This design comes from an exercise in tuning for small area, a short achievable clock period and few clock cycles per item on the open sky130 flow, not from production work. At most, simulation tests tie the RTL to the original design; equivalence was not proved. No functional check of the RTL was part of run 1. Power is estimated from default activity; no workload was simulated.

==> flow/design.v, too long to show whole: its modules and the start of the top module <==
// module COMP_Control: 1092 lines
// module FA: 4 lines
// module FAX: 4 lines
// module XOR3: 3 lines
// module MAJ3: 3 lines
// module KMUX: 4 lines
// module AOI21: 3 lines
// module OAI21: 3 lines
// module NAND2: 3 lines
// module NOR2: 3 lines
// module XOR2: 3 lines
// module XNOR2: 3 lines
module COMP_Control(
    input clock,
    input rst,
    input start_trigger,
    input reset_act,
    input reset_data,
    input signed [15:0] K0,
    input signed [15:0] K1,
    input signed [15:0] K2,
    input signed [17:0] setPoint,
    input signed [17:0] data,
    output reg busy,
    output wire signed [15:0] COMP_output
    );
  // ...
==> flow/flow/run.sh <==
#!/bin/bash
# The standard layout (standard.sh: the standard flow's synthesis, floorplan, placement,
# CTS, routing) at the design's clock period and constraints, with two
# changes to how hard the resizer works:
#  - repair_timing aims for a setup slack of SETUP_MARGIN ns instead of 0,
#    so the critical paths get sized and buffered although the 12 ns clock
#    would already be met;
#  - the port buffers are buf_2 cells rather than the resizer's pick.
set -euo pipefail
cd "$(dirname "$0")/.."
SETUP_MARGIN=$(cat flow/setup_margin.txt)
bash standard.sh "SETUP_SLACK_MARGIN=$SETUP_MARGIN" \
  "BUFFER_PORTS_ARGS=-buffer_cell sky130_fd_sc_hd__buf_2" finish > standard_make.log 2>&1
==> flow/flow/setup_margin.txt <==
6.0
==> flow/standard.sh <==
#!/bin/bash
# synth_recipe.tcl (not shown) runs the flow's synth.tcl, then flattens the netlist and writes it again
# the make line also repeats each setting of config.mk as NAME=value (left out here)
make -C /OpenROAD-flow-scripts/flow DESIGN_CONFIG=/design/flow/config.mk WORK_HOME=/design/flow/orfs CLKGATE_MAP_FILE= SYNTH_SCRIPT=/design/flow/synth_recipe.tcl "${@:-finish}"
==> flow/config.mk <==
export PLATFORM = sky130hd
export DESIGN_NAME = COMP_Control
export DESIGN_NICKNAME = COMP_Control
export VERILOG_FILES = /design/flow/design.v
export SDC_FILE = /design/flow/constraint.sdc
export NUM_CORES = 4
export LEC_CHECK = 0
export CAP_MARGIN = 20
export CORE_MARGIN = 2
export CORE_UTILIZATION = 40
export CTS_BUF_LIST = sky130_fd_sc_hd__clkbuf_8
export SLEW_MARGIN = 20
export SYNTH_HIERARCHICAL = 1
export SYNTH_MINIMUM_KEEP_SIZE = 0
==> flow/constraint.sdc <==
create_clock -name core_clock -period 12.0 [get_ports {clock}]
set_input_delay 2.4000 -clock core_clock [delete_from_list [all_inputs] [get_ports {clock}]]
set_output_delay 2.4000 -clock core_clock [all_outputs]
set_load 0.01 [all_outputs]
==> impl_metrics.toml, run 1 <==
[critical_path]
reg2regPathDepth = 10
start_kind = "input pin"
critPathCapture = "C[17]"
timing.critical_path.cells = "buf_4 -> nand2b_4 -> o21ai_2 -> a22oi_1 -> xnor2_1 -> ha_1 -> fa_1 -> fa_1 -> fa_1 -> fa_1 -> and2_1"
worst_path_bufs_invs = 1
worst_path_max_delay_cell = "o21ai_2"
critical_path.most_common_cell = "fa_1"
timing.reg2reg.setup_slack_ns = 7.07
timing.critical_path.from = "start_trigger"

[synth]
synth_adder_area_share = 0.309
synth-compound-area-share = 0.151
synth_top_flop_cell = "dfxtp_1"
synth_simple_gate_area_frac = 0.150
yosysSeqAreaShare = 0.193

[grt]
grt_util_all_layers = 0.210
gr-usage-met1 = 0.279
busiest_layer = "met2"
grt_first_pass_wirelength_um = 67000
grt_antenna_before_repair = 0

[timing]
totalNegativeSetupSlack_ns = 0
final_number_of_setup_violating_endpoints = 0
final_hold_violations = 0
clock_skew_ns = 0.0158

[run_status]
run_status = "finished clean"

[route]
met1_length_um = 18500
drt_first_pass_iters = 5
route.met2.wl_um = 19400
met3_length_um = 2310
antenna_left = 0
dr.max_layer_used = "met4"

[finish]
final_util = 0.447
most-common-layout-cells = "fa_1, xnor2_1, nand2_1, dfxtp_1, a22oi_1"
fin_area_um2 = 17300
fillers = 3793
seq_cell_count = 152
largest_registers = "C (48), S (48)"
layout.cells.most_common = "fa_1"

[die]
die-height_um = 202

[flow_run]
max_cap_viol_count = 0

[placed_design]
gp_congestion = 0.888

[hold_path]
worst_hold_path.num_cells = 2

[clocking]
cts.sinks = 152
==> module KMUX, before the edit <==
module KMUX(input busy, input start, input ract, input [15:0] kr, input [15:0] k2, output [15:0] y);
    wire go = start & ~ract;
    assign y = busy ? kr : (k2 & {16{go}});
endmodule
==> inputs of run 2 (changes only) <==
--- a/flow/design.v
+++ b/flow/design.v
@@ -15,19 +15,20 @@
     reg [18:0] e0, e1;
     reg [47:0] S, C;
     reg [15:0] Kr;
     reg sB, sC;    
     wire load = start_trigger & ~busy & ~reset_act & ~rst;
     wire clr_all = rst | (reset_act & reset_data);
     wire [18:0] diff = {setPoint[17], setPoint} - {data[17], data};
     wire [15:0] Km;
-    KMUX umA (.busy(busy), .start(start_trigger), .ract(reset_act), .kr(Kr), .k2(K2), .y(Km));
+    KMUX umA (.busy(busy), .kr(Kr), .k2(K2), .y(Km));
+    wire acc_en = load | busy;
     wire [15:0] KmB;    
-    KMUX umB (.busy(busy), .start(start_trigger), .ract(reset_act), .kr(Kr), .k2(K2), .y(KmB));
+    KMUX umB (.busy(busy), .kr(Kr), .k2(K2), .y(KmB));
     wire d0_one = e1[0] ^ 1'b0;
     wire d0_two = (e1[1] & ~e1[0] & ~1'b0) | (~e1[1] & e1[0] & 1'b0);
     wire d0_neg = (e1[1] & ~(e1[0] & 1'b0)) ^ sB;
     wire d0_pp0 = ((d0_one & Km[0])) ^ d0_neg;
     wire d0_pp1 = ((d0_one & Km[1]) | (d0_two & Km[0])) ^ d0_neg;
     wire d0_pp2 = ((d0_one & Km[2]) | (d0_two & Km[1])) ^ d0_neg;
     wire d0_pp3 = ((d0_one & Km[3]) | (d0_two & Km[2])) ^ d0_neg;
     wire d0_pp4 = ((d0_one & Km[4]) | (d0_two & Km[3])) ^ d0_neg;
@@ -1071,18 +1072,20 @@
             sC <= sB;
         end
         if (clr_all) begin
             S <= 48'd0;
             C <= 48'd0;
             e0 <= 19'd0;
             e1 <= 19'd0;
         end else begin
-            S <= S_n;
-            C <= C_n;
+            if (acc_en) begin
+                S <= S_n;
+                C <= C_n;
+            end
             if (reset_act) begin
                 e0 <= 19'd0;
             end else if (load) begin
                 e0 <= diff;
                 e1 <= e0;
             end else if (busy) begin
                 e0 <= e1;
                 e1 <= e0;
@@ -1099,19 +1102,18 @@
     MAJ3 um (.a(a), .b(b), .c(c), .y(co));
 endmodule
 module XOR3(input a, input b, input c, output y);
     assign y = a ^ b ^ c;
 endmodule
 module MAJ3(input a, input b, input c, output y);
     assign y = (a & b) | (a & c) | (b & c);
 endmodule
-module KMUX(input busy, input start, input ract, input [15:0] kr, input [15:0] k2, output [15:0] y);
-    wire go = start & ~ract;
-    assign y = busy ? kr : (k2 & {16{go}});
+module KMUX(input busy, input [15:0] kr, input [15:0] k2, output [15:0] y);
+    assign y = busy ? kr : k2;
 endmodule
 module AOI21(input a, input b, input c, output y);    
     assign y = ~(a | (b & c));
 endmodule
 module OAI21(input a, input b, input c, output y);    
     assign y = ~(a & (b | c));
 endmodule
 module NAND2(input a, input b, output y);
==> flow/flow/setup_margin.txt (replaced) <==
6.6
==> impl_metrics.toml, run 2 <==
[grt]
grt_antenna_before_repair = 0
grt_pass1_vias = 13400
grt_util_all_layers = 0.222
grt_max_degree = 99
grt.overflow.total = 0
grt_first_pass_wirelength_um = 72900

[clocking]
cts-root-buf = "clkbuf_8"
tritoncts = "yes"
hold_buf_count_cts = 0
clkLatencyLatePin_ns = 0.50
cts.sinks = 152
cts_buffers = 17
clk_pin_slew_worst_paths_ns = 0.09
cts-htree-levels = 4
ctsLongestPathBuffers = 2

[synth]
synth-compound-area-share = 0.163
synth.ff_latch_count = 152
dominant_combinational_cell_family_by_area_after_synthesis = "adder cells"
post_synth_inst_count = 1849
synth_common_cells = "nand2_1, fa_1, xnor2_1"
yosysSeqAreaShare = 0.187
synth.distinct_cells = 54
yosys.cell_count.top_type = "nand2_1"
synth-async-reset-ratio = 0
mean_post_synth_cell_area_um2 = 8.81
yosys-top-cells-area = "fa_1, dfxtp_1, xnor2_1"
xor_xnor_portion_of_the_synthesized_cell_area = 0.130
yosys_warnings = 7
synthDominantCellAreaShare = 0.259
synth.largest_area_cell = "fa_1"
cell_area_after_synthesis_um2 = 16300
synth_edf_count = 0
synth.mux.area_fraction = 0.0427
synth_adder_area_share = 0.299
synth_simple_gate_area_frac = 0.130
synth_top_flop_cell = "dfxtp_1"

[critical_path]
timing_worst_setup_path_type = "in -> reg"
timing.critical_path.cells = "buf_2 -> mux2_4 -> xor2_1 -> a21oi_2 -> xnor2_2 -> fa_1 -> fa_2 -> fa_2 -> fa_2 -> fa_1 -> nand2_1 -> a21oi_2"
worst_setup_path_end_kind = "register"
critical_r2r_capture = "C[19]"
timing.critical_path.from = "K2[14]"
timing.reg2reg.setup_slack_ns = 6.82
worst_path_largest_cell_delay_ns = 0.53
start_kind = "input pin"
cp_data_arrival_time_ns = 5.74
worst_path_bufs_invs = 1
worst_path_max_delay_cell = "fa_2"
reg2regPathDepth = 13
critical_path.reg2reg.startpoint = "e1[1]"
worstPathRequired_ns = 12.34
crit_family = "adder cells"
critical_path.most_common_cell = "fa_2"
crit_path_max_fanout = 5

[route]
num_vias = 13100
remaining_drc_errors = 0
drt_iter0_drc = 958
vias_per_cell = 5.43
detail_route.wirelength_um = 45400
antenna_left = 0
drt_first_pass_iters = 5
routedWlPerCell_um = 18.9

[timing]
clock_skew_ns = 0.0209
totalNegativeSetupSlack_ns = 0
final_number_of_setup_violating_endpoints = 0
worst_slew_pin_slew_ns = 0.869
final_hold_violations = 0
fin_crit_sh = 0.450
fin_crit_ns = 5.40
hold_ws_ns = 0.459
setup_repair_after_global_routing_missed_its_margin = "yes"
max_clock_freq_mhz = 185
slew_viol_final = 0
slew-limit-headroom = 0.416

[finish]
fillers = 3893
final_util = 0.446
multi_input_area_um2 = 12800
insertedDiodeCount = 0
layout-drive-gt1-share = 0.173
largest_registers = "C (48), S (48)"
layout.cells.most_common = "nand2_1"
fin_nets = 2223
areaGrowthSynthToFinish_pct = 9.34
most-common-layout-cells = "nand2_1, xnor2_1, fa_1, a21oi_1, dfxtp_1"
layout.area.seq_um2 = 3070
fin_area_um2 = 17800

[die]
initial_utilization = 0.408
die-height_um = 206
dieWidth_um = 206
fp.coreArea_um2 = 39900
die-area_um2 = 42300
boundaryPins = 106
core.rowCount = 73

[power_and_ir_drop]
irDropWorstVdd_v = 0.0000727
post-layout-total-power_mw = 2.06
p_leak_nw = 6.64
power_per_cell_area_nw_per_um2 = 116

[hold_path]
end_of_the_worst_hold_path = "e1[0]"
holdCritPathClass = "reg -> reg"
start_point_of_the_worst_min_delay_path = "e0[0]"
worst_hold_path.num_cells = 2

[flow_run]
max_cap_viol_count = 0

[placed_design]
dp_hpwl_um = 33500
buffer_ports.inserted = 105
placedInstanceArea_um2 = 17100
gp_congestion = 0.891

[run_status]
run_status = "finished clean"
-- run 2: changes by cell type after synthesis, moves of 5 or more --
cell      previous run  this run
a21oi_1             59       160
mux2_2              17        28
clkbuf_1            69        97
o21ai_1             84        62
and2_1              97         1
buf_1               11        17
mux2_4               0        20
nand2b_1            32         2
nand2_1            185       345
o21ai_2              6         1
buf_4                9         0
-- run 2: what timing repair did --
item / CTS / global route
setup buffers: 0 / 3
endpoints found under the setup margin: 6 / 22
pin swaps: 0 / 6
gates cloned: 0 / 2
resized for setup: 6 / 53
-- run 2: per-module statistics from Yosys (local to each module, per instance) --
module / cells inside / cell area (um^2) / copies in the design
COMP_Control: 1364 / 10500 / 1
KMUX: 18 / 249 / 2
FA: 1 / 20.0 / 210
AOI21: 1 / 8.76 / 31
OAI21: 1 / 5.00 / 54
NAND2: 1 / 3.75 / 72
NOR2: 1 / 3.75 / 82
-- run 2: layout make-up --
class                   instances  share of cell area
multi-input cells            1512               0.717
inverters                      63              0.0133
well taps                     525              0.0369
clock buffers                  17              0.0131
repair buffers                126              0.0386
flip-flops and latches        152               0.172
clock inverters                15             0.00914
-- run 2: kinds of logic (layout without fill, tap and decap cells) --
group                    Yosys count  after routing
AND/OR/NAND/NOR                  519            519
AO/OA/AOI/OAI                    425            425
adder cells (fa/ha/maj)          262            262
XOR/XNOR                         241            241
buffers and inverters            193            221
flip-flops                       152            152
multiplexers                      56             58
other                              1              7
-- run 2: metal layers --
layer	vias up	track usage	part of all wire
met2	404	0.369	0.48
met4	0	0.0827	0.033
li1	6171	-	-
met5	-	0	0
met3	78	0.0394	0.057
met1	6441	0.287	0.43
-- run 2: worst register-to-register path: cells and delay by family (launching register included) --
family                     cells  cell delay [ns]
AOI/OAI and AO/OA              1             0.08
xor gates and xnor gates       2             0.99
adders and majority gates      6             2.64
buffers and inverters          2             0.90
DFF                            1             0.32
and+or+nand+nor                2             0.12
-- run 2: worst max path at each step --
| stage | endpoint | slack, ns | cells after the start |
|---|---|---|---|
| 6_report | C[15] | 6.60 | 12 |
| 2_1_floorplan | C[15] | 6.32 | 12 |
| 5_1_grt | C[17] | 6.53 | 12 |
| 4_1_cts | COMP_output[14] | 6.60 | 11 |
| 3_5_place_dp | C[22] | 6.02 | 11 |
| 3_3_place_gp | C[22] | 6.04 | 11 |
-- run 2: stage by stage --
stage                     setup WS [ns]  std cells
after floorplan                    6.32       1855
after global placement             6.04       2373
after detailed placement           6.02       2373
after CTS                          6.60       2405
after global routing               6.53       2410
final                              6.60       2410
-- run 2: power breakdown --
group | internal (mW) | switching, mW
clock network | 0.189 | 0.230
logic | 0.451 | 0.561
registers | 0.555 | 0.0727
total | 1.20 | 0.863
Testbench counts of run 2, summed over its fixed seeds: cycles 72,000, items 24,000.
==> inputs of run 3 (changes only) <==
==> flow/flow/setup_margin.txt (replaced) <==
6.8
==> impl_metrics.toml, run 3 <==
[critical_path]
timing.reg2reg.setup_slack_ns = 6.84
timing.critical_path.cells = "buf_6 -> mux2_4 -> a22oi_2 -> xnor2_2 -> fa_2 -> fa_2 -> fa_2 -> fa_2 -> fa_2 -> nand2_1 -> a21oi_1"
critical_r2r_capture = "C[18]"
worst_path_max_delay_cell = "fa_2"
reg2regPathDepth = 13
timing_worst_setup_path_type = "in -> reg"
worstPathRequired_ns = 12.42
critical_path.most_common_cell = "fa_2"
critical_path.reg2reg.startpoint = "e1[1]"
worst_setup_path_end_kind = "register"
crit_family = "adder cells"
worst_path_largest_cell_delay_ns = 0.61
worst_path_bufs_invs = 1
start_kind = "input pin"
cp_data_arrival_time_ns = 5.84
crit_path_max_fanout = 8

[placed_design]
dp_slack_ns = 6.03
gp_congestion = 0.876
placedInstanceArea_um2 = 17200
dp_hpwl_um = 33400
buffer_ports.inserted = 105

[timing]
clock_skew_ns = 0.0103
final_hold_violations = 0
worst_slew_pin_slew_ns = 1.09
setup_repair_after_global_routing_missed_its_margin = "yes"
max_clock_freq_mhz = 185
totalNegativeSetupSlack_ns = 0
slew_viol_final = 0
fin_crit_ns = 5.42
slew-limit-headroom = 0.274
final_number_of_setup_violating_endpoints = 0
final_critical_path_setup_slack_ns = 6.58
fin_crit_sh = 0.451
hold_ws_ns = 0.445

[route]
remaining_drc_errors = 0
vias_per_cell = 5.43
detail_route.wirelength_um = 45900
routedWlPerCell_um = 19.0
drt_iter0_drc = 1049
antenna_left = 0
drt_first_pass_iters = 5
num_vias = 13200

[synth]
synth.ff_latch_count = 152
post_synth_inst_count = 1849
yosysSeqAreaShare = 0.187
synth.largest_area_cell = "fa_1"
synth-async-reset-ratio = 0
yosys_warnings = 7
synthDominantCellAreaShare = 0.259
yosys-top-cells-area = "fa_1, dfxtp_1, xnor2_1"
yosys.cell_count.top_type = "nand2_1"
synth_common_cells = "nand2_1, fa_1, xnor2_1"
mean_post_synth_cell_area_um2 = 8.81
cell_area_after_synthesis_um2 = 16300
synth_top_flop_cell = "dfxtp_1"
synth.distinct_cells = 54
synth_edf_count = 0

[die]
boundaryPins = 106
die-area_um2 = 42300
die-height_um = 206
core.rowCount = 73
fp.coreArea_um2 = 39900
initial_utilization = 0.408
dieWidth_um = 206

[hold_path]
start_point_of_the_worst_min_delay_path = "e0[13]"
holdCritPathClass = "reg -> reg"
end_of_the_worst_hold_path = "e1[13]"
worst_hold_path.num_cells = 2

[clocking]
ctsLongestPathBuffers = 2
cts-htree-levels = 4
cts.sinks = 152
hold_buf_count_cts = 0
cts_buffers = 17
clk_pin_slew_worst_paths_ns = 0.10
cts-root-buf = "clkbuf_8"
clkLatencyLatePin_ns = 0.50
tritoncts = "yes"

[grt]
grt.overflow.total = 0
grt_util_all_layers = 0.226
grt_first_pass_wirelength_um = 73800
grt_max_degree = 99
grt_pass1_vias = 13500
grt_antenna_before_repair = 0

[power_and_ir_drop]
p_leak_nw = 6.73
power_per_cell_area_nw_per_um2 = 114
irDropWorstVdd_v = 0.0000719

[finish]
largest_registers = "C (48), S (48)"
fin_nets = 2236
most-common-layout-cells = "nand2_1, xnor2_1, fa_1, a21oi_1, dfxtp_1"
areaGrowthSynthToFinish_pct = 11.6
fin_area_um2 = 18200
layout-drive-gt1-share = 0.227
insertedDiodeCount = 0
layout.cells.most_common = "nand2_1"

[flow_run]
max_cap_viol_count = 0

[run_status]
run_status = "finished clean"
==> run 3: cell counts after synthesis <==
Identical to the previous run, type by type.
==> run 3: cell type report <==
cell class / instances / area (um^2)
Fill cell: 3827 / 21700
Clock inverter: 15 / 141
Multi-Input combinational cell: 1512 / 13000
Timing Repair Buffer: 139 / 801
Inverter: 63 / 236
Clock buffer: 17 / 234
Tap cell: 525 / 657
Sequential cell: 152 / 3090
==> run 3: modules after synthesis, one instance, submodules excluded <==
module,cell area (um^2),flip-flops and latches
COMP_Control,10500,152
KMUX,249,0
FA,20.0,0
AOI21,8.76,0
OAI21,5.00,0
NAND2,3.75,0
NOR2,3.75,0
==> run 3: cells by family after synthesis <==
group	count (synthesis)	synth area share
flip-flops	152	0.187
adder cells (fa/ha/maj)	262	0.299
other	1	0.000230
AO/OA/AOI/OAI	425	0.163
AND/OR/NAND/NOR	519	0.130
buffers and inverters	193	0.0483
XOR/XNOR	241	0.130
multiplexers	56	0.0427
==> run 3: routing by layer <==
layer,vias up,share of wire,track usage
met5,-,0,0
li1,6186,-,-
met3,80,0.059,0.0450
met4,0,0.031,0.0817
met2,433,0.48,0.379
met1,6453,0.43,0.288
==> run 3: tightest hold or removal path, cell delays in order, from the launching register on <==
cell,delay [ns]
dfxtp_1,0.31
nand2_1,0.05
a21oi_1,0.05
==> run 3: worst max-delay path by stage <==
stage | from | end | slack, ns | cells after the start
floorplan | K2[14] | C[15] | 6.32 | 12
global placement | K2[15] | C[17] | 6.06 | 12
detailed placement | K2[15] | C[18] | 6.03 | 11
CTS | K2[14] | C[15] | 6.65 | 12
global route | K2[15] | C[16] | 6.52 | 12
finish | K2[15] | C[20] | 6.58 | 11
==> run 3: repair_timing <==
| item | in CTS | in global routing |
|---|---|---|
| resized for setup | 47 | 85 |
| setup endpoints to repair | 28 | 38 |
| buffers inserted | 11 | 5 |
| gates cloned | 1 | 1 |
| pin swaps | 17 | 18 |
| endpoints found under the hold margin | 0 | 0 |
==> run 3: stage by stage <==
step	utilization	total power, mW	std cells
2_1_floorplan	-	1.37	1855
3_3_place_gp	0.432	1.62	2373
3_5_place_dp	0.432	1.64	2373
4_1_cts	0.448	2.07	2417
5_1_grt	0.455	2.27	2423
6_report	0.455	2.07	2423
==> run 3: power breakdown <==
| part | switching (mW) | internal, mW | total [mW] |
|---|---|---|---|
| registers | 0.0703 | 0.558 | 0.628 |
| clock network | 0.235 | 0.168 | 0.403 |
| logic | 0.575 | 0.466 | 1.04 |
==> inputs of run 4 (changes only) <==
==> flow/flow/setup_margin.txt (replaced) <==
6.4
==> impl_metrics.toml, run 4 <==
[critical_path]
timing.critical_path.cells = "buf_2 -> mux2_2 -> a22oi_1 -> xnor2_1 -> fa_1 -> fa_1 -> fa_1 -> fa_1 -> fa_1 -> nand2_1 -> a21oi_1"
reg2regPathDepth = 13
critPathCapture = "C[22]"
start_kind = "input pin"
worstPathRequired_ns = 12.43
worst_path_largest_cell_delay_ns = 0.64
worst_setup_path_end_kind = "register"
cp_data_arrival_time_ns = 5.89
worst_path_max_delay_cell = "fa_1"
critical_path.most_common_cell = "fa_1"
critical_path.reg2reg.startpoint = "e1[1]"
timing.reg2reg.setup_slack_ns = 6.88
critical_r2r_capture = "C[20]"
crit_path_max_fanout = 10
timing_worst_setup_path_type = "in -> reg"
timing.critical_path.from = "K2[15]"

[finish]
layout.cells.most_common = "nand2_1"
largest_registers = "C (48), S (48)"
insertedDiodeCount = 0
fin_nets = 2219
fillers = 3933
most-common-layout-cells = "nand2_1, fa_1, xnor2_1, a21oi_1, dfxtp_1"
layout-drive-gt1-share = 0.140
fin_area_um2 = 17500
layout.cells.non_filler = 2406
areaGrowthSynthToFinish_pct = 7.69
multi_input_area_um2 = 12500
layout.area.seq_um2 = 3050

[clocking]
cts-htree-levels = 4
ctsLongestPathBuffers = 2
tritoncts = "yes"
clkLatencyLatePin_ns = 0.52
cts.sinks = 152
clk_pin_slew_worst_paths_ns = 0.09
cts-root-buf = "clkbuf_8"
cts_buffers = 17

[synth]
mean_post_synth_cell_area_um2 = 8.81
synth_edf_count = 0
yosys-top-cells-area = "fa_1, dfxtp_1, xnor2_1"
post_synth_inst_count = 1849
yosys.cell_count.top_type = "nand2_1"
cell_area_after_synthesis_um2 = 16300
yosysSeqAreaShare = 0.187
synth.distinct_cells = 54
yosys_warnings = 7
synth_top_flop_cell = "dfxtp_1"
synthDominantCellAreaShare = 0.259
synth.ff_latch_count = 152
synth-async-reset-ratio = 0
synth.largest_area_cell = "fa_1"
synth_common_cells = "nand2_1, fa_1, xnor2_1"

[die]
core.rowCount = 73
die-area_um2 = 42300
fp.coreArea_um2 = 39900
dieWidth_um = 206
die-height_um = 206
initial_utilization = 0.408
boundaryPins = 106

[placed_design]
gp_congestion = 0.900
dp_hpwl_um = 33300
placedInstanceArea_um2 = 17100
dp_cells = 2374
buffer_ports.inserted = 105

[power_and_ir_drop]
power.share.switching = 0.422
p_leak_nw = 6.58
power.sequential.fraction = 0.310
combinationalPowerShare = 0.485
irDropWorstVdd_v = 0.0000638
power.switching_mw = 0.843
p_int_mw = 1.16
power_per_cell_area_nw_per_um2 = 114
p_clk_frac = 0.205

[grt]
grt.overflow.total = 0
grt_max_degree = 81
grt_pass1_vias = 13300
grt_antenna_before_repair = 0
grt_util_all_layers = 0.219
grt_first_pass_wirelength_um = 72000

[route]
remaining_drc_errors = 0
num_vias = 13000
drt_iter0_drc = 881
routedWlPerCell_um = 18.4
antenna_left = 0
vias_per_cell = 5.38
drt_first_pass_iters = 6
detail_route.wirelength_um = 44300

[timing]
slew_viol_final = 0
totalNegativeSetupSlack_ns = 0
worst_slew_pin_slew_ns = 0.921
fin_crit_sh = 0.455
max_clock_freq_mhz = 183
clock_skew_ns = 0.0182
final_number_of_setup_violating_endpoints = 0
slew-limit-headroom = 0.386
fin_crit_ns = 5.46
setup_repair_after_global_routing_missed_its_margin = "yes"
final_hold_violations = 0

[hold_path]
holdCritPathClass = "reg -> reg"

[run_status]
run_status = "finished clean"

[flow_run]
max_cap_viol_count = 0
==> run 4: cell counts after synthesis <==
Identical to the previous run, type by type.
==> run 4: cell type report <==
class,count,share of cell area
multi-input cells,1510,0.715
well taps,525,0.0375
inverters,63,0.0135
clock buffers,17,0.0133
clock inverters,15,0.00899
flip-flops and latches,152,0.174
repair buffers,124,0.0381
==> run 4: per-stage QoR <==
| step | power (mW) | setup slack [ns] | util | hold WS [ns] |
|---|---|---|---|---|
| after floorplan | 1.35 | 6.32 | - | 0.427 |
| after global placement | 1.60 | 6.07 | 0.429 | 0.431 |
| after detailed placement | 1.61 | 6.06 | 0.429 | 0.442 |
| after CTS | 2.03 | 6.43 | 0.439 | 0.451 |
| after global routing | 2.19 | 6.40 | 0.439 | 0.471 |
| final | 2.00 | 6.54 | 0.439 | 0.453 |
==> run 4: worst min path at each step <==
| stage | startpoint | end | slack, ns | cells after the start |
|---|---|---|---|---|
| 3_5_place_dp | e0[10] | e1[10] | 0.44 | 2 |
| 4_1_cts | e0[5] | e1[5] | 0.45 | 2 |
| 3_3_place_gp | e0[10] | e1[10] | 0.43 | 2 |
| 6_report | e0[10] | e1[10] | 0.45 | 2 |
| 2_1_floorplan | e0[10] | e1[10] | 0.43 | 2 |
| 5_1_grt | e0[13] | e1[13] | 0.47 | 2 |
==> run 4: logic make-up after synthesis <==
logic type | synth area share
AND/OR/NAND/NOR | 0.130
other | 0.000230
XOR/XNOR | 0.130
adder cells (fa/ha/maj) | 0.299
AO/OA/AOI/OAI | 0.163
multiplexers | 0.0427
buffers and inverters | 0.0483
flip-flops | 0.187
==> run 4: critical path: cells and delay by family <==
family                     cells  cell delay [ns]
xor gates and xnor gates       1             0.13
buffers and inverters          1             0.11
adders and majority gates      5             2.44
and+or+nand+nor                1             0.05
AOI/OAI and AO/OA              2             0.40
muxes                          1             0.36
==> run 4: modules after synthesis (local to each module, per instance) <==
module	times used	cells	flip-flops and latches
OAI21	54	1	0
FA	210	1	0
AOI21	31	1	0
NOR2	82	1	0
KMUX	2	18	0
NAND2	72	1	0
COMP_Control	1	1364	152
==> run 4: metal layers <==
| layer | GRT usage | share of wire | vias to the layer above |
|---|---|---|---|
| met5 | 0 | 0 | - |
| met4 | 0.0799 | 0.030 | 0 |
| met3 | 0.0367 | 0.057 | 63 |
| met2 | 0.374 | 0.49 | 383 |
| met1 | 0.280 | 0.43 | 6357 |
| li1 | - | - | 6148 |
==> run 4: timing repair <==
action                                  CTS  global route
setup buffers                             0             0
endpoints found under the setup margin    0             4
hold endpoints to repair                  0             0
gates resized for setup                   0             4
hold buffers                              0             0
==> run 4: power by group through the flow <==
stage	sequential, mW	combinational (mW)	clock (mW)
floorplan	0.614	0.735	0
global placement	0.630	0.967	0
detailed placement	0.633	0.977	0
CTS	0.621	0.986	0.426
finish	0.620	0.969	0.411
global route	0.631	1.12	0.442
==> inputs of run 5 (changes only) <==
==> flow/flow/setup_margin.txt (replaced) <==
6.0
==> impl_metrics.toml, run 5 <==
[critical_path]
worstPathRequired_ns = 9.60
timing_worst_setup_path_type = "reg -> out"
cp_data_arrival_time_ns = 3.10
crit_path_max_fanout = 4
start_kind = "register"
worst_setup_path_end_kind = "primary output"

[route]
drt_first_pass_iters = 5
num_vias = 13000
drt_iter0_drc = 1040
antenna_left = 0
detail_route.wirelength_um = 44200
remaining_drc_errors = 0
vias_per_cell = 5.39
routedWlPerCell_um = 18.4

[synth]
yosysSeqAreaShare = 0.187
synth_top_flop_cell = "dfxtp_1"
yosys_warnings = 7
yosys.cell_count.top_type = "nand2_1"
yosys-top-cells-area = "fa_1, dfxtp_1, xnor2_1"
synth.ff_latch_count = 152
synth_common_cells = "nand2_1, fa_1, xnor2_1"
synth-async-reset-ratio = 0
synthDominantCellAreaShare = 0.259
synth.largest_area_cell = "fa_1"
post_synth_inst_count = 1849
mean_post_synth_cell_area_um2 = 8.81
synth_edf_count = 0
synth.distinct_cells = 54
cell_area_after_synthesis_um2 = 16300

[grt]
grt_max_degree = 97
grt_first_pass_wirelength_um = 71400
grt_pass1_vias = 13000
grt_util_all_layers = 0.217
grt_antenna_before_repair = 0
grt.overflow.total = 0

[clocking]
cts-root-buf = "clkbuf_8"
hold_buf_count_cts = 0
clkLatencyLatePin_ns = 0.51
cts.sinks = 152
cts-htree-levels = 4
cts_buffers = 17
post_cts_buffers = 0
clk_pin_slew_worst_paths_ns = 0.11
tritoncts = "yes"
post_cts_resized = 0
ctsLongestPathBuffers = 2

[placed_design]
dp_hpwl_um = 33000
gp_congestion = 0.872
buffer_ports.inserted = 105
placedInstanceArea_um2 = 17100
dp_cells = 2372
dp_slack_ns = 6.04

[timing]
slew-limit-headroom = 0.442
clock_skew_ns = 0.0196
fin_crit_ns = 5.50
slew_viol_final = 0
final_critical_path_setup_slack_ns = 6.50
final_number_of_setup_violating_endpoints = 0
final_hold_violations = 0
worst_slew_pin_slew_ns = 0.831
max_clock_freq_mhz = 182
totalNegativeSetupSlack_ns = 0
setup_repair_after_global_routing_missed_its_margin = "no"
fin_crit_sh = 0.459
hold_ws_ns = 0.458

[power_and_ir_drop]
p_int_mw = 1.15
irDropWorstVdd_v = 0.0000643
p_clk_frac = 0.207
power.share.switching = 0.429
power.switching_mw = 0.862
power.sequential.fraction = 0.309
power_per_cell_area_nw_per_um2 = 114
combinationalPowerShare = 0.483
p_leak_nw = 6.59

[finish]
layout.cells.non_filler = 2405
largest_registers = "C (48), S (48)"
insertedDiodeCount = 0
fin_nets = 2218
areaGrowthSynthToFinish_pct = 7.69
fin_area_um2 = 17500
layout-drive-gt1-share = 0.135
most-common-layout-cells = "nand2_1, fa_1, xnor2_1, a21oi_1, dfxtp_1"
layout.cells.most_common = "nand2_1"

[run_status]
run_status = "finished clean"

[die]
die-height_um = 206
boundaryPins = 106
initial_utilization = 0.408
core.rowCount = 73
fp.coreArea_um2 = 39900
dieWidth_um = 206
die-area_um2 = 42300

[flow_run]
max_cap_viol_count = 0

[hold_path]
holdCritPathClass = "reg -> reg"
[run 5: changes by cell type in the layout (fill, tap and decap cells not counted), moves of 2 or more]
cell      before  now
a22oi_1      117  120
a22oi_2        3    0
buf_4         19   17
clkinv_4       4    2
clkinv_8       0    4
fa_1         208  211
fa_2           3    0
inv_8          4    6
nor2_1       108  110
nor2_2         2    0
[run 5: modules after synthesis, one instance, submodules excluded, a selection]
module        area (um^2)  times used  flip-flops and latches  cells
AOI21                8.76          31                       0      1
OAI21                5.00          54                       0      1
KMUX                  249           2                       0     18
COMP_Control        10500           1                     152   1364
FA                   20.0         210                       0      1
NAND2                3.75          72                       0      1
[run 5: worst paths after layout]
kind | end | cells past startpoint | from | slack, ns
worst max register to register | C[20] | 13 | e1[1] | 6.90
worst max-delay path | COMP_output[14] | 11 | C[9] | 6.50
worst min-delay path | e1[17] | 2 | e0[17] | 0.46
worst min register to register | e1[17] | 2 | e0[17] | 0.46
[run 5: through the flow]
| stage | total power [mW] | util |
|---|---|---|
| after floorplan | 1.35 | - |
| after global placement | 1.59 | 0.428 |
| after detailed placement | 1.61 | 0.428 |
| after CTS | 2.03 | 0.439 |
| after global routing | 2.19 | 0.439 |
| final | 2.01 | 0.439 |
[run 5: layout make-up]
type | instances | area [um^2]
multi-input combinational | 1510 | 12500
fill | 3947 | 22400
clock buffer | 17 | 234
tap | 525 | 657
timing repair buffer | 123 | 681
inverter | 63 | 236
clock inverter | 15 | 176
sequential | 152 | 3050
[run 5: logic make-up after synthesis]
group	after synthesis	share of synthesized area
and+or+nand+nor	519	0.130
AOI/OAI and AO/OA	425	0.163
adders and majority gates	262	0.299
xor gates and xnor gates	241	0.130
buffers and inverters	193	0.0483
DFF	152	0.187
muxes	56	0.0427
other	1	0.000230
[run 5: per-layer routing]
layer / up-vias / share of wire / GRT usage
met5: - / 0 / 0
met4: 0 / 0.025 / 0.0671
met3: 60 / 0.043 / 0.0272
met2: 352 / 0.49 / 0.369
met1: 6392 / 0.44 / 0.287
li1: 6147 / - / -
[run 5: critical path, cell delays in order, from the launching register on]
cell and delay [ns]:
dfxtp_1 0.43, nor2_1 0.09, nor2_1 0.38, nand2_1 0.17, o21ai_1 0.31, a21oi_2 0.05, o21ai_1 0.38, inv_1 0.08
o21ai_1 0.17, xnor2_1 0.15, xnor2_1 0.19, buf_2 0.18
[run 5: power by group through the flow]
stage	registers (mW)	logic (mW)	clock network [mW]
floorplan	0.614	0.732	0
global placement	0.630	0.964	0
detailed placement	0.634	0.973	0
CTS	0.622	0.980	0.432
global route	0.632	1.11	0.447
finish	0.621	0.970	0.416
==> inputs of run 6 (changes only) <==
--- a/flow/config.mk
+++ b/flow/config.mk
@@ -7,2 +7,3 @@
 export LEC_CHECK = 0
+export ABC_AREA = 1
 export CAP_MARGIN = 20
==> impl_metrics.toml, run 6 <==
[route]
drt_first_pass_iters = 7
num_vias = 13800
vias_per_cell = 5.25
drt_iter0_drc = 1312
remaining_drc_errors = 0
routedWlPerCell_um = 17.1
antenna_left = 0
detail_route.wirelength_um = 44800

[die]
initial_utilization = 0.406
core.rowCount = 73
die-height_um = 205
dieWidth_um = 205
die-area_um2 = 42200
boundaryPins = 106
fp.coreArea_um2 = 39900

[synth]
yosys.cell_count.top_type = "nand2_1"
yosys_warnings = 7
post_synth_inst_count = 2022
synthDominantCellAreaShare = 0.261
synth.largest_area_cell = "fa_1"
synth.distinct_cells = 38
synth_common_cells = "nand2_1, fa_1, nor2_1"
synth_edf_count = 0
synth.ff_latch_count = 152
yosys-top-cells-area = "fa_1, dfxtp_1, nand2_1"
mean_post_synth_cell_area_um2 = 8.02
synth_top_flop_cell = "dfxtp_1"
synth-async-reset-ratio = 0
yosysSeqAreaShare = 0.188
cell_area_after_synthesis_um2 = 16200

[finish]
layout-drive-gt1-share = 0.108
most-common-layout-cells = "nand2_1, fa_1, nor2_1, xor2_1, dfxtp_1"
final_util = 0.437
areaGrowthSynthToFinish_pct = 7.65
largest_registers = "C (48), S (48)"
fin_nets = 2432
layout.cells.non_filler = 2620
layout.cells.most_common = "nand2_1"

[clocking]
tritoncts = "yes"
cts-htree-levels = 4
clk_pin_slew_worst_paths_ns = 0.10
cts.sinks = 152
post_cts_resized = 0
clkLatencyLatePin_ns = 0.51
cts_buffers = 17
hold_buf_count_cts = 0
cts-root-buf = "clkbuf_8"
post_cts_buffers = 0
ctsLongestPathBuffers = 2

[critical_path]
timing.critical_path.cells = "inv_1 -> o21ai_0 -> nand2_1 -> inv_2 -> xor2_1 -> fa_1 -> fa_1 -> fa_1 -> fa_1 -> fa_1 -> nand2_1 -> a21oi_1"
critical_path.most_common_cell = "fa_1"
worst_path_largest_cell_delay_ns = 1.02
start_kind = "register"
timing_worst_setup_path_type = "reg -> reg"
cp_data_arrival_time_ns = 6.02
worstPathRequired_ns = 12.42
worst_path_max_delay_cell = "dfxtp_1"
worst_setup_path_end_kind = "register"
crit_path_max_fanout = 28

[power_and_ir_drop]
power.share.switching = 0.458
p_leak_nw = 7.94
irDropWorstVdd_v = 0.0000777
power.switching_mw = 1.19
p_clk_frac = 0.153
combinationalPowerShare = 0.594
power_per_cell_area_nw_per_um2 = 149
p_int_mw = 1.41
power.sequential.fraction = 0.253

[grt]
grt_first_pass_wirelength_um = 73100
grt_max_degree = 86
grt.overflow.total = 0
grt_antenna_before_repair = 1
grt_util_all_layers = 0.221
grt_pass1_vias = 13700

[flow_run]
max_cap_viol_count = 0

[timing]
final_hold_violations = 0
hold_ws_ns = 0.471
clock_skew_ns = 0.0137
worst_slew_pin_slew_ns = 1.05
totalNegativeSetupSlack_ns = 0
setup_repair_after_global_routing_missed_its_margin = "no"
fin_crit_ns = 5.60
slew_viol_final = 0
final_number_of_setup_violating_endpoints = 0
max_clock_freq_mhz = 179
slew-limit-headroom = 0.300
fin_crit_sh = 0.467

[placed_design]
dp_hpwl_um = 34900
gp_congestion = 0.999
dp_cells = 2586
buffer_ports.inserted = 105

[hold_path]
holdCritPathClass = "reg -> reg"

[run_status]
run_status = "finished clean"
run 6: cell count changes in the layout (fill, tap and decap cells not counted), moves of 26 or more:
cell / delta
mux2_2: -28
nor2_1: +57
o22ai_1: +134
xor2_1: +130
nand3_1: +26
nor2b_1: -27
inv_1: +56
xnor2_1: -163
nand2_1: +168
a21oi_1: -51
a22oi_1: -120
clkinv_1: +31
run 6: power groups by stage:
stage | Sequential (mW) | Clock, mW | Combinational, mW
floorplan | 0.643 | 0 | 1.18
global placement | 0.666 | 0 | 1.54
detailed placement | 0.670 | 0 | 1.56
CTS | 0.658 | 0.413 | 1.57
global route | 0.671 | 0.431 | 1.79
finish | 0.657 | 0.398 | 1.54
run 6: per-layer routing:
layer  global-route usage  wire length, um  vias to the layer above
li1                     -                -                     6688
met1                0.298            20000                     6550
met2                0.362            20800                      437
met3               0.0337             2410                       84
met4               0.0786             1490                        0
met5                    0                0                        -
run 6: worst paths after layout:
kind	startpoint	to	slack (ns)	cells after the start
min reg2reg	e0[12]	e1[12]	0.47	2
max reg2reg	sB	C[19]	6.40	12
max	sB	C[19]	6.40	12
min	e0[12]	e1[12]	0.47	2
run 6: cells by family after synthesis:
logic type,share of synthesized area
xor gates and xnor gates,0.112
and+or+nand+nor,0.180
adders and majority gates,0.300
other,0.000231
DFF,0.188
buffers and inverters,0.0650
AOI/OAI and AO/OA,0.156
run 6: final cells by class:
type,count,area (um^2)
clock buffer,18,248
antenna,1,2.50
sequential,152,3040
clock inverter,14,126
multi-input combinational,1633,12100
timing repair buffer,117,616
tap,525,657
inverter,160,611
fill,3996,22500
run 6: worst max-delay path, delay by kind of cell, from the launching register on:
kind | cells | cell delay [ns]
adder cells (fa/ha/maj) | 5 | 2.43
buffers and inverters | 2 | 1.16
flip-flops | 1 | 1.02
AO/OA/AOI/OAI | 2 | 0.39
AND/OR/NAND/NOR | 2 | 0.33
XOR/XNOR | 1 | 0.17
run 6: through the flow:
step / power [mW] / setup WS (ns) / area, um^2
global placement: 2.21 / 6.01 / 17100
finish: 2.60 / 6.40 / 17500
detailed placement: 2.23 / 5.98 / 17100
floorplan: 1.82 / 6.44 / 16200
global route: 2.90 / 6.06 / 17500
CTS: 2.64 / 6.41 / 17400
run 6: per-module statistics from Yosys (local to each module, per instance):
module        cell area [um^2]  times used  cells
OAI21                     5.00          54      1
AOI21                     8.76          31      1
FA                        20.0         210      1
NAND2                     3.75          72      1
KMUX                       244           2     52
COMP_Control             10400           1   1469
NOR2                      3.75          82      1
==> inputs of run 7 (changes only) <==
--- a/flow/config.mk
+++ b/flow/config.mk
@@ -7,6 +7,5 @@
 export LEC_CHECK = 0
-export ABC_AREA = 1
 export CAP_MARGIN = 20
 export CORE_MARGIN = 2
-export CORE_UTILIZATION = 40
+export CORE_UTILIZATION = 55
 export CTS_BUF_LIST = sky130_fd_sc_hd__clkbuf_8
==> impl_metrics.toml, run 7 <==
[clocking]
clk_pin_slew_worst_paths_ns = 0.09
post_cts_resized = 0
cts-root-buf = "clkbuf_8"
clkLatencyLatePin_ns = 0.52
hold_buf_count_cts = 0
cts-htree-levels = 4
post_cts_buffers = 0
cts.sinks = 152
ctsLongestPathBuffers = 2
tritoncts = "yes"
cts_buffers = 17

[timing]
final_hold_violations = 0
slew_viol_final = 0
final_number_of_setup_violating_endpoints = 0
fin_crit_ns = 5.57
max_clock_freq_mhz = 180
worst_slew_pin_slew_ns = 0.996
setup_repair_after_global_routing_missed_its_margin = "no"
final_critical_path_setup_slack_ns = 6.43
slew-limit-headroom = 0.334
clock_skew_ns = 0.0193
totalNegativeSetupSlack_ns = 0
fin_crit_sh = 0.464

[route]
drt_first_pass_iters = 6
detail_route.wirelength_um = 43800
num_vias = 12900
drt_iter0_drc = 1082
routedWlPerCell_um = 19.3
vias_per_cell = 5.69
remaining_drc_errors = 0
antenna_left = 0

[critical_path]
crit_family = "compound AO/OA/AOI/OAI gates"
critical_path.most_common_cell = "o21ai_1"
timing.reg2reg.setup_slack_ns = 6.79
critical_path.reg2reg.startpoint = "sB"
critical_r2r_capture = "C[20]"
cp_data_arrival_time_ns = 3.17
start_kind = "register"
critPathCapture = "COMP_output[14]"
crit_path_max_fanout = 4
worst_path_bufs_invs = 2
worst_setup_path_end_kind = "primary output"
worstPathRequired_ns = 9.60
worst_path_max_delay_cell = "o21ai_1"
timing.critical_path.from = "C[9]"
reg2regPathDepth = 11
worst_path_largest_cell_delay_ns = 0.48
timing_worst_setup_path_type = "reg -> out"
timing.critical_path.cells = "nor2_1 -> nor2_1 -> nand2_1 -> o21ai_1 -> a21oi_2 -> o21ai_1 -> inv_1 -> o21ai_1 -> xnor2_1 -> xnor2_1 -> buf_2"
critical_path_depth = 11

[placed_design]
gp_congestion = 0.891
dp_slack_ns = 6.04
dp_hpwl_um = 32800
buffer_ports.inserted = 105

[synth]
synth.distinct_cells = 54
mean_post_synth_cell_area_um2 = 8.81
synthDominantCellAreaShare = 0.259
yosys-top-cells-area = "fa_1, dfxtp_1, xnor2_1"
synth.ff_latch_count = 152
synth.largest_area_cell = "fa_1"
synth_edf_count = 0
synth_top_flop_cell = "dfxtp_1"
cell_area_after_synthesis_um2 = 16300
synth-async-reset-ratio = 0
synth_common_cells = "nand2_1, fa_1, xnor2_1"
post_synth_inst_count = 1849
yosysSeqAreaShare = 0.187
yosys_warnings = 7
yosys.cell_count.top_type = "nand2_1"

[die]
initial_utilization = 0.563
die-height_um = 176
die-area_um2 = 31000
core.rowCount = 62
fp.coreArea_um2 = 28900
boundaryPins = 106
dieWidth_um = 176

[finish]
fin_nets = 2218
areaGrowthSynthToFinish_pct = 6.55
layout.cells.most_common = "nand2_1"
most-common-layout-cells = "nand2_1, fa_1, xnor2_1, a21oi_1, dfxtp_1"
insertedDiodeCount = 0
final_util = 0.600
fillers = 2593
layout-drive-gt1-share = 0.134
largest_registers = "C (48), S (48)"

[power_and_ir_drop]
irDropWorstVdd_v = 0.0000952
power_per_cell_area_nw_per_um2 = 117
p_leak_nw = 6.60

[grt]
grt_antenna_before_repair = 0
grt_pass1_vias = 13200
grt_max_degree = 72
grt_util_all_layers = 0.302
grt_first_pass_wirelength_um = 72500
grt.overflow.total = 0

[hold_path]
holdCritPathClass = "reg -> reg"

[flow_run]
max_cap_viol_count = 0

[run_status]
run_status = "finished clean"
==> run 7: cell types whose count changed in the layout (fill, tap and decap cells not counted), sizes merged, moves of 48 or more <==
cell and change:
a21oi +52, a22oi +120, inv -74, mux2 +48, nand2 -178, nor2 -59, o22ai -134, xnor2 +164
xor2 -130
==> run 7: cell families (layout without fill, tap and decap cells) <==
logic type / count (synthesis) / after routing / synth area share
flops: 152 / 152 / 0.187
buf+inv: 193 / 217 / 0.0483
other cells: 1 / 7 / 0.000230
compound gates: 425 / 425 / 0.163
fa+ha+maj: 262 / 262 / 0.299
mux: 56 / 56 / 0.0427
simple gates: 519 / 519 / 0.130
xor+xnor: 241 / 241 / 0.130
==> run 7: layout make-up <==
cell class              instances  area [um^2]  area share
well taps                     384          480      0.0277
clock buffers                  18          248      0.0143
inverters                      63          236      0.0136
flip-flops and latches        152         3050       0.176
clock inverters                13          178      0.0102
repair buffers                123          661      0.0381
multi-input cells            1510        12500       0.721
==> run 7: stage by stage <==
step	std cells	hold slack, ns	power [mW]	instance area, um^2
after detailed placement	2232	0.437	1.60	16900
after floorplan	1855	0.427	1.35	16300
final	2263	0.452	2.03	17300
after CTS	2263	0.450	2.05	17300
after global placement	2232	0.432	1.58	16900
after global routing	2263	0.482	2.23	17300
==> run 7: per-module statistics from Yosys (local to each module, per instance) <==
module        cells inside  copies in the design  flops+latches  cell area, um^2
COMP_Control          1364                     1            152            10500
OAI21                    1                    54              0             5.00
NAND2                    1                    72              0             3.75
KMUX                    18                     2              0              249
NOR2                     1                    82              0             3.75
AOI21                    1                    31              0             8.76
FA                       1                   210              0             20.0
==> run 7: worst min path at each step <==
stage	startpoint	end	slack, ns	cells after the start
finish	e0[10]	e1[10]	0.45	2
global route	e0[15]	e1[15]	0.48	2
CTS	e0[10]	e1[10]	0.45	2
detailed placement	e0[10]	e1[10]	0.44	2
global placement	e0[10]	e1[10]	0.43	2
floorplan	e0[10]	e1[10]	0.43	2
==> run 7: worst reg2reg max path, delay by kind of cell (launching register included) <==
kind | cells | cell delay, ns
adders and majority gates | 5 | 2.32
buffers and inverters | 2 | 1.03
xor gates and xnor gates | 2 | 0.81
DFF | 1 | 0.77
AOI/OAI and AO/OA | 1 | 0.17
and+or+nand+nor | 1 | 0.05
==> run 7: per-layer routing <==
layer  global-route usage  vias to the layer above  part of all wire
met4               0.0950                        0             0.028
met2                0.499                      406              0.47
met5                    0                        -                 0
met3               0.0584                       62             0.066
li1                     -                     6157                 -
met1                0.402                     6244              0.43
==> run 7: where the power goes <==
group	internal [mW]	switching [mW]	leakage [nW]	total (mW)
combinational	0.435	0.533	5.14	0.967
clock	0.229	0.213	0.220	0.442
sequential	0.552	0.0680	1.24	0.620
total	1.22	0.813	6.59	2.03
==> inputs of run 8 (changes only) <==
--- a/flow/config.mk
+++ b/flow/config.mk
@@ -9,3 +9,3 @@
 export CORE_MARGIN = 2
-export CORE_UTILIZATION = 55
+export CORE_UTILIZATION = 70
 export CTS_BUF_LIST = sky130_fd_sc_hd__clkbuf_8
==> impl_metrics.toml, run 8 <==
[synth]
yosys-top-cells-area = "fa_1, dfxtp_1, xnor2_1"
synth.ff_latch_count = 152
yosys_warnings = 7
synth_common_cells = "nand2_1, fa_1, xnor2_1"
synth_edf_count = 0
synthDominantCellAreaShare = 0.259
yosys.cell_count.top_type = "nand2_1"
synth-async-reset-ratio = 0
mean_post_synth_cell_area_um2 = 8.81
synth_top_flop_cell = "dfxtp_1"
yosysSeqAreaShare = 0.187
cell_area_after_synthesis_um2 = 16300
synth.largest_area_cell = "fa_1"
synth.distinct_cells = 54
post_synth_inst_count = 1849

[finish]
areaGrowthSynthToFinish_pct = 5.43
most-common-layout-cells = "nand2_1, fa_1, xnor2_1, a21oi_1, dfxtp_1"
fillers = 1751
fin_nets = 2217
layout.cells.most_common = "nand2_1"
layout-drive-gt1-share = 0.134
insertedDiodeCount = 0
final_util = 0.756
largest_registers = "C (48), S (48)"

[die]
die-height_um = 157
boundaryPins = 106
die-area_um2 = 24500
initial_utilization = 0.717
dieWidth_um = 157
core.rowCount = 55
fp.coreArea_um2 = 22700

[timing]
max_clock_freq_mhz = 177
clock_skew_ns = 0.0156
slew-limit-headroom = 0.249
final_hold_violations = 0
fin_crit_ns = 5.66
slew_viol_final = 0
setup_repair_after_global_routing_missed_its_margin = "no"
totalNegativeSetupSlack_ns = 0
final_number_of_setup_violating_endpoints = 0
worst_slew_pin_slew_ns = 1.13
fin_crit_sh = 0.471

[power_and_ir_drop]
irDropWorstVdd_v = 0.0000637
p_leak_nw = 6.56
post-layout-total-power_mw = 1.99
power_per_cell_area_nw_per_um2 = 116

[clocking]
cts_buffers = 17
cts.sinks = 152
tritoncts = "yes"
post_cts_resized = 0
clkLatencyLatePin_ns = 0.48
cts-root-buf = "clkbuf_8"
hold_buf_count_cts = 0
post_cts_buffers = 0
clk_pin_slew_worst_paths_ns = 0.10
ctsLongestPathBuffers = 2
cts-htree-levels = 4

[critical_path]
cp_data_arrival_time_ns = 3.26
start_kind = "register"
worst_setup_path_end_kind = "primary output"
crit_path_max_fanout = 4
worstPathRequired_ns = 9.60
timing_worst_setup_path_type = "reg -> out"

[route]
vias_per_cell = 6.18
remaining_drc_errors = 0
routedWlPerCell_um = 19.7
antenna_left = 0
drt_first_pass_iters = 6
num_vias = 13400
drt_iter0_drc = 1297
detail_route.wirelength_um = 42700

[placed_design]
dp_hpwl_um = 31800
buffer_ports.inserted = 105
gp_congestion = 0.963

[grt]
grt_max_degree = 98
grt_first_pass_wirelength_um = 69600
grt_pass1_vias = 13400
grt_util_all_layers = 0.364
grt.overflow.total = 0
grt_antenna_before_repair = 0

[flow_run]
max_cap_viol_count = 0

[hold_path]
holdCritPathClass = "reg -> reg"

[run_status]
run_status = "finished clean"
==> run 8: changes by cell type in the layout (fill, tap and decap cells not counted), sizes merged <==
cell / before / now
buf: 123 / 122
inv: 65 / 68
bufinv: 4 / 0
clkinv: 6 / 7
clkbuf: 18 / 19
==> run 8: worst paths after layout <==
kind         startpoint         endpoint  slack [ns]  depth (start not counted)
max                S[8]  COMP_output[12]        6.34                         11
max reg2reg       e1[1]            C[20]        6.79                         13
min reg2reg      e0[13]           e1[13]        0.45                          2
min              e0[13]           e1[13]        0.45                          2
==> run 8: layout make-up <==
| class | count | area, um^2 | share of cell area |
|---|---|---|---|
| clock inverter | 13 | 111 | 0.00649 |
| multi-input combinational | 1510 | 12500 | 0.728 |
| clock buffer | 19 | 262 | 0.0152 |
| inverter | 63 | 236 | 0.0138 |
| timing repair buffer | 122 | 653 | 0.0380 |
| tap | 285 | 357 | 0.0208 |
| sequential | 152 | 3050 | 0.177 |
==> run 8: layer usage <==
metal  GRT usage  vias up  wire (um)
met5           0        -          0
met4       0.156        0       1930
met1       0.462     6482      16800
li1            -     6149          -
met3      0.0701      132       3440
met2       0.612      620      20500
==> run 8: logic make-up after synthesis <==
family | after synthesis | share of synthesized area
AO/OA/AOI/OAI | 425 | 0.163
XOR/XNOR | 241 | 0.130
adder cells (fa/ha/maj) | 262 | 0.299
buffers and inverters | 193 | 0.0483
flip-flops | 152 | 0.187
multiplexers | 56 | 0.0427
other | 1 | 0.000230
AND/OR/NAND/NOR | 519 | 0.130
==> run 8: report_power, final <==
part	switching, mW	internal, mW	leakage (nW)
Clock	0.237	0.160	0.190
Sequential	0.0691	0.552	1.24
Combinational	0.534	0.437	5.13
==> run 8: through the flow <==
step	setup slack (ns)	std cells	hold WS, ns	cell area, um^2
global route	6.25	2164	0.467	17200
global placement	6.10	2131	0.435	16800
detailed placement	5.99	2132	0.441	16800
finish	6.34	2164	0.446	17200
CTS	6.49	2164	0.446	17200
floorplan	6.24	1855	0.427	16300
==> run 8: worst max-delay path, stage by stage (launching register included) <==
cell and delay, ns:
dfxtp_1 0.44, nor2_1 0.06, nor2_1 0.51, nand2_1 0.20, o21ai_1 0.29, a21oi_2 0.07, o21ai_1 0.48, inv_1 0.09
o21ai_1 0.19, xnor2_1 0.15, xnor2_1 0.14, buf_2 0.15
==> run 8: modules after synthesis, one instance, submodules excluded <==
module,flops+latches,cells
OAI21,0,1
COMP_Control,152,1364
KMUX,0,18
NOR2,0,1
FA,0,1
NAND2,0,1
AOI21,0,1
==> inputs of run 9 (changes only) <==
--- a/flow/config.mk
+++ b/flow/config.mk
@@ -9,4 +9,6 @@
 export CORE_MARGIN = 2
-export CORE_UTILIZATION = 70
+export CORE_UTILIZATION = 40
 export CTS_BUF_LIST = sky130_fd_sc_hd__clkbuf_8
+export CTS_CLUSTER_DIAMETER = 80
+export CTS_CLUSTER_SIZE = 40
 export SLEW_MARGIN = 20
==> impl_metrics.toml, run 9 <==
[run_status]
run_status = "finished clean"

[synth]
mean_post_synth_cell_area_um2 = 8.81
post_synth_inst_count = 1849
synth_top_flop_cell = "dfxtp_1"
synth-async-reset-ratio = 0
yosys_warnings = 7
synth.distinct_cells = 54
synth_common_cells = "nand2_1, fa_1, xnor2_1"
synthDominantCellAreaShare = 0.259
yosys.cell_count.top_type = "nand2_1"
cell_area_after_synthesis_um2 = 16300
synth_edf_count = 0
yosysSeqAreaShare = 0.187
yosys-top-cells-area = "fa_1, dfxtp_1, xnor2_1"
synth.ff_latch_count = 152
synth.largest_area_cell = "fa_1"

[route]
remaining_drc_errors = 0
drt_iter0_drc = 1040
num_vias = 13000
detail_route.wirelength_um = 44200
drt_first_pass_iters = 5
vias_per_cell = 5.39
antenna_left = 0
routedWlPerCell_um = 18.4

[timing]
totalNegativeSetupSlack_ns = 0
slew-limit-headroom = 0.442
final_hold_violations = 0
max_clock_freq_mhz = 182
slew_viol_final = 0
fin_crit_sh = 0.459
clock_skew_ns = 0.0196
fin_crit_ns = 5.50
hold_ws_ns = 0.458
final_number_of_setup_violating_endpoints = 0
setup_repair_after_global_routing_missed_its_margin = "no"
worst_slew_pin_slew_ns = 0.831

[die]
core.rowCount = 73
dieWidth_um = 206
die-area_um2 = 42300
fp.coreArea_um2 = 39900
initial_utilization = 0.408
boundaryPins = 106
die-height_um = 206

[finish]
layout.cells.non_filler = 2405
fin_nets = 2218
areaGrowthSynthToFinish_pct = 7.69
most-common-layout-cells = "nand2_1, fa_1, xnor2_1, a21oi_1, dfxtp_1"
insertedDiodeCount = 0
layout.cells.most_common = "nand2_1"
final_util = 0.439
layout-drive-gt1-share = 0.135
largest_registers = "C (48), S (48)"

[grt]
grt_first_pass_wirelength_um = 71400
grt.overflow.total = 0
grt_util_all_layers = 0.217
grt_pass1_vias = 13000
grt_antenna_before_repair = 0
grt_max_degree = 97

[critical_path]
cp_data_arrival_time_ns = 3.10
start_kind = "register"
timing_worst_setup_path_type = "reg -> out"
worst_path_largest_cell_delay_ns = 0.43
crit_family = "compound AO/OA/AOI/OAI gates"
worst_path_bufs_invs = 2
critical_path.most_common_cell = "o21ai_1"
worst_path_max_delay_cell = "dfxtp_1"
crit_path_max_fanout = 4
timing.critical_path.cells = "nor2_1 -> nor2_1 -> nand2_1 -> o21ai_1 -> a21oi_2 -> o21ai_1 -> inv_1 -> o21ai_1 -> xnor2_1 -> xnor2_1 -> buf_2"
worst_setup_path_end_kind = "primary output"
worstPathRequired_ns = 9.60

[clocking]
cts.sinks = 152
cts-htree-levels = 4
clkLatencyLatePin_ns = 0.51
tritoncts = "yes"
hold_buf_count_cts = 0
cts_buffers = 17
post_cts_buffers = 0
post_cts_resized = 0
cts-root-buf = "clkbuf_8"
ctsLongestPathBuffers = 2
clk_pin_slew_worst_paths_ns = 0.11

[power_and_ir_drop]
p_int_mw = 1.15
post-layout-total-power_mw = 2.01
combinationalPowerShare = 0.483
irDropWorstVdd_v = 0.0000643
p_leak_nw = 6.59
power.switching_mw = 0.862
p_clk_frac = 0.207
power_per_cell_area_nw_per_um2 = 114
power.share.switching = 0.429
power.sequential.fraction = 0.309

[placed_design]
gp_congestion = 0.872
buffer_ports.inserted = 105
dp_hpwl_um = 33000
dp_cells = 2372

[hold_path]
holdCritPathClass = "reg -> reg"

[flow_run]
max_cap_viol_count = 0
==> run 9: final timing paths <==
path              slack (ns)         endpoint  cells after the start   start
hold / removal          0.46           e1[17]                      2  e0[17]
setup reg to reg        6.90            C[20]                     13   e1[1]
setup / recovery        6.50  COMP_output[14]                     11    C[9]
hold reg to reg         0.46           e1[17]                      2  e0[17]
==> run 9: through the flow <==
stage / cell area (um^2) / setup WS (ns)
3_3_place_gp: 17100 / 6.04
2_1_floorplan: 16300 / 6.24
3_5_place_dp: 17100 / 6.04
5_1_grt: 17500 / 6.18
4_1_cts: 17500 / 6.36
6_report: 17500 / 6.50
==> run 9: cell type report <==
cell class / count / area, um^2
flip-flops and latches: 152 / 3050
multi-input cells: 1510 / 12500
clock inverters: 15 / 176
repair buffers: 123 / 681
well taps: 525 / 657
inverters: 63 / 236
fillers: 3947 / 22400
clock buffers: 17 / 234
==> run 9: metal layers <==
metal / track usage / wire [um] / vias to the layer above / part of all wire
met4: 0.0671 / 1100 / 0 / 0.025
met2: 0.369 / 21700 / 352 / 0.49
met1: 0.287 / 19500 / 6392 / 0.44
li1: - / - / 6147 / -
met3: 0.0272 / 1890 / 60 / 0.043
met5: 0 / 0 / - / 0
==> run 9: cell families after synthesis <==
logic type | synth area share
buffers and inverters | 0.0483
flip-flops | 0.187
multiplexers | 0.0427
XOR/XNOR | 0.130
AO/OA/AOI/OAI | 0.163
adder cells (fa/ha/maj) | 0.299
other | 0.000230
AND/OR/NAND/NOR | 0.130
==> run 9: per-module statistics from Yosys (local to each module, per instance) <==
| module | flip-flops and latches | times used | cells inside | area, um^2 |
|---|---|---|---|---|
| AOI21 | 0 | 31 | 1 | 8.76 |
| COMP_Control | 152 | 1 | 1364 | 10500 |
| NAND2 | 0 | 72 | 1 | 3.75 |
| KMUX | 0 | 2 | 18 | 249 |
| NOR2 | 0 | 82 | 1 | 3.75 |
| OAI21 | 0 | 54 | 1 | 5.00 |
| FA | 0 | 210 | 1 | 20.0 |
==> run 9: worst register-to-register path, cell delays in order (launching register included) <==
cell and delay [ns]:
dfxtp_1 0.32, buf_4 0.40, ha_1 0.24, nor2b_1 0.05, xnor2_1 0.63, inv_2 0.49, xnor2_1 0.37, fa_1 0.45
fa_1 0.44, fa_1 0.48, fa_1 0.46, fa_1 0.49, nand2_1 0.05, a21oi_1 0.15
==> run 9: power by group through the flow <==
stage	logic (mW)	registers, mW	clock network, mW
2_1_floorplan	0.732	0.614	0
3_3_place_gp	0.964	0.630	0
3_5_place_dp	0.973	0.634	0
4_1_cts	0.980	0.622	0.432
5_1_grt	1.11	0.632	0.447
6_report	0.970	0.621	0.416

[afterwards: timing with drivers on the ports]
The results above use ideal ports. As a check the final layouts listed here were re-extracted and re-timed, cells and wires unchanged. Step 1 (the two cells are an assumption about what drives the block):
set clk [get_ports {clock}]
set_driving_cell -lib_cell sky130_fd_sc_hd__clkbuf_16 $clk
set_driving_cell -lib_cell sky130_fd_sc_hd__buf_2 [delete_from_list [all_inputs] $clk]
Step 2 adds t to the input delays and takes it off the output delays; t is the mean of the earliest and latest rising clock arrival at the registers after step 1. Input paths then give back, and output paths get back, about the clock's delay inside the block. a / b / c = ideal ports / drivers / drivers and shift; a / b = the first two.
| run | t, ns | setup WS [ns] | latest minus earliest clock arrival (ns) | slew at the worst register clock pin (ns) | worst data-port slew with drivers (ns) |
|---|---|---|---|---|---|
| run 1 | 0.547 | 6.089 / 6.091 / 5.544 | 0.016 / 0.016 | 0.10 / 0.10 | 0.05 |
| run 2 | 0.540 | 6.604 / 6.631 / 6.091 | 0.021 / 0.020 | 0.10 / 0.10 | 0.05 |
| run 3 | 0.542 | 6.584 / 6.599 / 6.057 | 0.012 / 0.012 | 0.10 / 0.10 | 0.04 |
| run 4 | 0.558 | 6.540 / 6.566 / 6.007 | 0.021 / 0.021 | 0.11 / 0.11 | 0.04 |
| run 5 | 0.546 | 6.497 / 6.452 / 5.999 | 0.020 / 0.019 | 0.11 / 0.11 | 0.05 |
| run 6 | 0.550 | 6.400 / 6.400 / 5.904 | 0.015 / 0.015 | 0.10 / 0.10 | 0.08 |
| run 7 | 0.561 | 6.433 / 6.380 / 5.997 | 0.025 / 0.026 | 0.10 / 0.10 | 0.05 |
| run 8 | 0.524 | 6.344 / 6.296 / 5.954 | 0.016 / 0.017 | 0.10 / 0.10 | 0.05 |
| run 9 | 0.546 | 6.497 / 6.452 / 5.999 | 0.020 / 0.019 | 0.11 / 0.11 | 0.05 |
After both steps every run listed still meets setup and hold. The setup slack of run 1, which loses most, moves by +0.002 ns with the drivers and by -0.545 ns with both steps.
